From an optimization exercise on the open Yosys and OpenROAD flow, aimed at small area, a short achievable clock period and few clock cycles; shortcuts taken in it are not production practice.
At most, simulation tests tie the RTL to the original design; equivalence was not proved.
Power figures rest on the tool's default switching activity, not on a simulated workload.

==> job 5941 <==
==> flow/design.v <==
module circle_draw(xc,yc,rad,x,y,color,color_disp,CLK50,clearn,plot,wr,ready);
	input [7:0] xc;
	input [6:0] yc;
	input [5:0] rad;
	input CLK50,clearn,plot;
	input [2:0] color;
	output [7:0] x;
	output [6:0] y;
	output [2:0] color_disp;
	output wr;
	output ready;
	function [8:0] add8;
		input [7:0] p, q;
		input ci;
		integer i;
		reg c;
		begin
			c = ci;
			for (i = 0; i < 8; i = i + 1) begin
				add8[i] = p[i] ^ q[i] ^ c;
				c = (p[i] & q[i]) | (c & (p[i] ^ q[i]));
			end
			add8[8] = c;
		end
	endfunction
	function [8:0] sk8;
		input [7:0] p, q;
		input ci;
		integer i, l;
		reg [7:0] g, t, gg, pp;
		begin
			g = p & q;
			t = p ^ q;
			g[0] = g[0] | (t[0] & ci);
			gg = g;
			pp = t;
			for (l = 0; l < 3; l = l + 1)
				for (i = 7; i >= 0; i = i - 1)
					if ((i >> l) & 1) begin
						gg[i] = gg[i] | (pp[i] & gg[((i >> l) << l) - 1]);
						pp[i] = pp[i] & pp[((i >> l) << l) - 1];
					end
			sk8[0] = t[0] ^ ci;
			for (i = 1; i < 8; i = i + 1)
				sk8[i] = t[i] ^ gg[i - 1];
			sk8[8] = gg[7];
		end
	endfunction
	localparam IDLE = 2'b00, CLR = 2'b01, SET = 2'b10, DRW = 2'b11;
	reg [1:0] m;
	reg [7:0] xo;
	reg [6:0] yo;
	reg [2:0] col;
	reg [5:0] a, bm;
	reg [7:0] e;
	reg [2:0] ph;
	reg n1, n2, c3, c4;
	reg h, sd;
	reg qx1, qx2;
	wire big = (rad == 6'd0) | (&rad[5:2]);
	wire [5:0] r = big ? 6'd59 : rad;
	wire [8:0] radm = add8({2'b0, rad}, 8'hff, 1'b0);
	wire [5:0] rm = big ? 6'd58 : radm[5:0];      
	wire a0 = (a == 6'd0);
	wire dec = ~e[7] | (&e[6:1]);
	wire [8:0] dd = add8({2'b0, a}, {2'b11, ~bm}, 1'b0);
	wire done = (~dd[7] & (dd[1] | dd[0])) | (&bm);
	wire [5:0] xs = ph[2] ? bm : a;
	wire [5:0] ys = ph[2] ? a : bm;
	wire xneg = ph[1];
	wire yneg = ph[0];
	wire [8:0] gxs = sk8(xc, {{2{xneg}}, xs ^ {6{xneg}}}, xneg ^ ph[2]);
	wire [8:0] gys = sk8({1'b0, yc}, {1'b0, yneg, ys ^ {6{yneg}}}, yneg ^ ~ph[2]);
	wire [7:0] gx = gxs[7:0];
	wire [6:0] gy = gys[6:0];
	wire [7:0] mask = {c4 & ~a0, c4, c3 & ~a0, c3, {2{~n2 & ~a0}}, {2{~n1}}};
	reg [2:0] nxt;
	reg more;
	integer k;
	always @(*) begin
		nxt = 3'd0;
		more = 1'b0;
		for (k = 7; k >= 0; k = k - 1)
			if (k > ph && mask[k]) begin
				nxt = k;
				more = 1'b1;
			end
	end
	wire set1 = qx1 & (xo == 8'd159);
	wire set2 = qx2 & (xo == 8'd0);
	wire xv = ~(xc[7] & (xc[6] | xc[5]));
	wire [7:0] q = {~xc[7:5] + 3'd5, ~xc[4:0]};    
	wire [8:0] qmb = add8(q, {2'b11, ~bm}, 1'b0);
	wire [8:0] xmb = add8(xc, {2'b11, ~bm}, 1'b0);
	wire v3 = ~xv | qmb[8];
	wire v4 = ~xv | xmb[8];
	wire [8:0] ai = add8({2'b0, a}, 8'd0, 1'b1);
	wire [8:0] bd = add8({2'b0, bm}, 8'hff, 1'b0);
	wire [7:0] eop = h ? (sd ? {1'b1, ~bm, 1'b1} : 8'd2) : {1'b0, a, 1'b1};
	wire [8:0] ens = {e, 1'b1} + {eop, h & sd};
	wire [7:0] en = ens[8:1];
	wire lfb = ~(yo[6] ^ yo[5]);
	wire clr_end = ({yo, xo} == 15'h4000);
	always @(posedge CLK50 or negedge clearn)
	begin
		if (!clearn) begin
			m <= CLR;
			xo <= 8'd0;
			yo <= 7'd0;
			col <= 3'd0;
		end else begin
			case (m)
			CLR: begin
				if (clr_end) m <= IDLE;
			end
			IDLE: begin
				if (plot) m <= SET;
			end
			SET: m <= DRW;
			default: if (done) m <= IDLE;
			endcase
			if (m == CLR) begin
				xo <= {xo[6:0], lfb};
				yo <= {yo[5:0], xo[7]};
				col <= 3'd0;
			end else begin
				xo <= gx;
				yo <= gy;
				col <= color;
			end
		end
	end
	always @(posedge CLK50)
	begin
		c3 <= v3;
		c4 <= v4;
		if (m == IDLE) begin
			a <= 6'd0;
			bm <= rm;
			e <= {2'b11, ~r};
			ph <= 3'd0;
			n1 <= 1'b0;
			n2 <= 1'b0;
			h <= 1'b0;
			qx1 <= 1'b0;
			qx2 <= 1'b0;
		end else begin
			h <= ~more;
			qx1 <= (ph[2:1] == 2'd0);
			qx2 <= (ph[2:1] == 2'd1) | ((ph[2:1] == 2'd0) & a0);
			sd <= dec;
			if (h | ~more) e <= en;
			if (set1) n1 <= 1'b1;
			if (set2) n2 <= 1'b1;
			if (more)
				ph <= nxt;
			else begin
				ph <= n1 ? 3'd2 : 3'd0;
				a <= ai[5:0];
				if (dec) bm <= bd[5:0];
			end
		end
	end
	assign x = xo;
	assign y = yo;
	assign color_disp = col;
	assign wr = m[0];
	assign ready = ~m[1] & ~m[0];
endmodule
==> flow/flow/run.sh <==
#!/bin/bash
# Standard synthesis, then the standard layout with plain buf_1 cells as the
# port buffers (the default pick is a slow delay buffer). Tool output goes
# to the logs below; each ORFS step also keeps its own log in orfs/logs.
set -euo pipefail
bash standard.sh synth > flow_synth.log 2>&1
bash standard.sh BUFFER_PORTS_ARGS="-buffer_cell sky130_fd_sc_hd__buf_1" finish > flow_layout.log 2>&1
==> flow/standard.sh <==
#!/bin/bash
# synth_recipe.tcl (not shown) runs the flow's synth.tcl, then flattens the netlist and writes it again
# the make line also repeats each setting of config.mk as NAME=value (left out here)
make -C /OpenROAD-flow-scripts/flow DESIGN_CONFIG=/design/flow/config.mk WORK_HOME=/design/flow/orfs CLKGATE_MAP_FILE= SYNTH_SCRIPT=/design/flow/synth_recipe.tcl "${@:-finish}"
==> flow/config.mk <==
export PLATFORM = sky130hd
export DESIGN_NAME = circle_draw
export DESIGN_NICKNAME = circle_draw
export VERILOG_FILES = /design/flow/design.v
export SDC_FILE = /design/flow/constraint.sdc
export NUM_CORES = 4
export LEC_CHECK = 0
export CAP_MARGIN = 20
export CORE_MARGIN = 2
export CORE_UTILIZATION = 40
export PLACE_DENSITY = 0.6
export SETUP_SLACK_MARGIN = 4.3
export SLEW_MARGIN = 20
==> flow/constraint.sdc <==
create_clock -name core_clock -period 7.0 [get_ports {CLK50}]
set_input_delay 1.4000 -clock core_clock [delete_from_list [all_inputs] [get_ports {CLK50}]]
set_output_delay 1.4000 -clock core_clock [all_outputs]
set_load 0.01 [all_outputs]
==> job 3148: changes against job 5941 <==
--- a/flow/design.v
+++ b/flow/design.v
@@ -25,25 +25,2 @@
 	endfunction
-	function [8:0] sk8;
-		input [7:0] p, q;
-		input ci;
-		integer i, l;
-		reg [7:0] g, t, gg, pp;
-		begin
-			g = p & q;
-			t = p ^ q;
-			g[0] = g[0] | (t[0] & ci);
-			gg = g;
-			pp = t;
-			for (l = 0; l < 3; l = l + 1)
-				for (i = 7; i >= 0; i = i - 1)
-					if ((i >> l) & 1) begin
-						gg[i] = gg[i] | (pp[i] & gg[((i >> l) << l) - 1]);
-						pp[i] = pp[i] & pp[((i >> l) << l) - 1];
-					end
-			sk8[0] = t[0] ^ ci;
-			for (i = 1; i < 8; i = i + 1)
-				sk8[i] = t[i] ^ gg[i - 1];
-			sk8[8] = gg[7];
-		end
-	endfunction
 	localparam IDLE = 2'b00, CLR = 2'b01, SET = 2'b10, DRW = 2'b11;
@@ -71,6 +48,6 @@
 	wire yneg = ph[0];
-	wire [8:0] gxs = sk8(xc, {{2{xneg}}, xs ^ {6{xneg}}}, xneg ^ ph[2]);
-	wire [8:0] gys = sk8({1'b0, yc}, {1'b0, yneg, ys ^ {6{yneg}}}, yneg ^ ~ph[2]);
-	wire [7:0] gx = gxs[7:0];
-	wire [6:0] gy = gys[6:0];
+	wire [8:0] gxs = {xc, 1'b1} + {{2{xneg}}, xs ^ {6{xneg}}, xneg ^ ph[2]};
+	wire [7:0] gys = {yc, 1'b1} + {yneg, ys ^ {6{yneg}}, yneg ^ ~ph[2]};
+	wire [7:0] gx = gxs[8:1];
+	wire [6:0] gy = gys[7:1];
 	wire [7:0] mask = {c4 & ~a0, c4, c3 & ~a0, c3, {2{~n2 & ~a0}}, {2{~n1}}};
==> flow/flow/run.sh (replaced) <==
#!/bin/bash
# Standard synthesis, then the standard layout with plain buf_1 cells as the
# port buffers (the default pick is a slow delay buffer). Tool output goes
# to the logs below; CTS adds no dummy clock loads; each ORFS step also keeps its own log in orfs/logs.
set -euo pipefail
bash standard.sh synth > flow_synth.log 2>&1
bash standard.sh BUFFER_PORTS_ARGS="-buffer_cell sky130_fd_sc_hd__buf_1" CTS_ARGS="-sink_clustering_enable -repair_clock_nets -dont_use_dummy_load" finish > flow_layout.log 2>&1
- SETUP_SLACK_MARGIN: 4.3 -> 4.25
==> qor summary <==
	job 5941	job 3148
Data required time at the worst endpoint	7.17 ns	5.60 ns
Combinational logic power	0.00140 W	0.00125 W
Netlist Area Pre-Place	4060 sq um	3990 sq um
Launching point of the worst reg2reg path	ph[1]$_SDFF_PP0_	a[0]$_SDFFE_PP0P_
Total die area	11000 sq um	10800 sq um
Xor/xnor share of the synthesized area	5.82%	7.68%
VDD IR-drop max	216 uV	229 uV
Sequential power share	28.1%	30.2%
End of the worst register-to-register path	xo[4]$_DFF_PN0_	yo[6]$_DFF_PN0_
Outcome	timing/DRC/antenna clean	timing/DRC/antenna clean
Capturing instance or port of the critical path	xo[4]$_DFF_PN0_	ready
Number of gates resized after cts	23	6
Static Leakage	2.09 nW	1.93 nW
Via count of the first global-routing pass	3217	3174
Share of the core filled with cells	47.6%	45.5%
Sequential cell area fraction in the yosys report	30.8%	31.4%
Total core area	9820 sq um	9730 sq um
Testbench counts of job 3148, summed over its fixed seeds: cycles 78,871.
Function not checked in job 5941: the RTL went through the layout flow alone.

re-timing with driven ports:
How much do the figures lean on ideal ports? The routed layouts below were timed once more, with nothing changed but the port constraints. Step 1, drivers: a clkbuf_16 drives CLK50 and a buf_2 each remaining input, both assumed. Step 2 also shifts input and output timing later by t, the mid clock arrival at the registers, as if the neighbouring blocks saw the same clock. Three values: no drivers, after step 1, after step 2; two values: the first two.
run | shift t [ns] | slack for setup (ns) | worst data-port slew with drivers (ns)
job 5941 | 0.346 | 4.075 / 4.054 / 3.708 | 0.06
job 3148 | 0.327 | 4.247 / 4.212 / 4.038 | 0.03
After both steps setup and hold are still met in every run listed. The setup slack of job 5941, which loses most, moves by -0.021 ns with the drivers and by -0.367 ns with both steps.
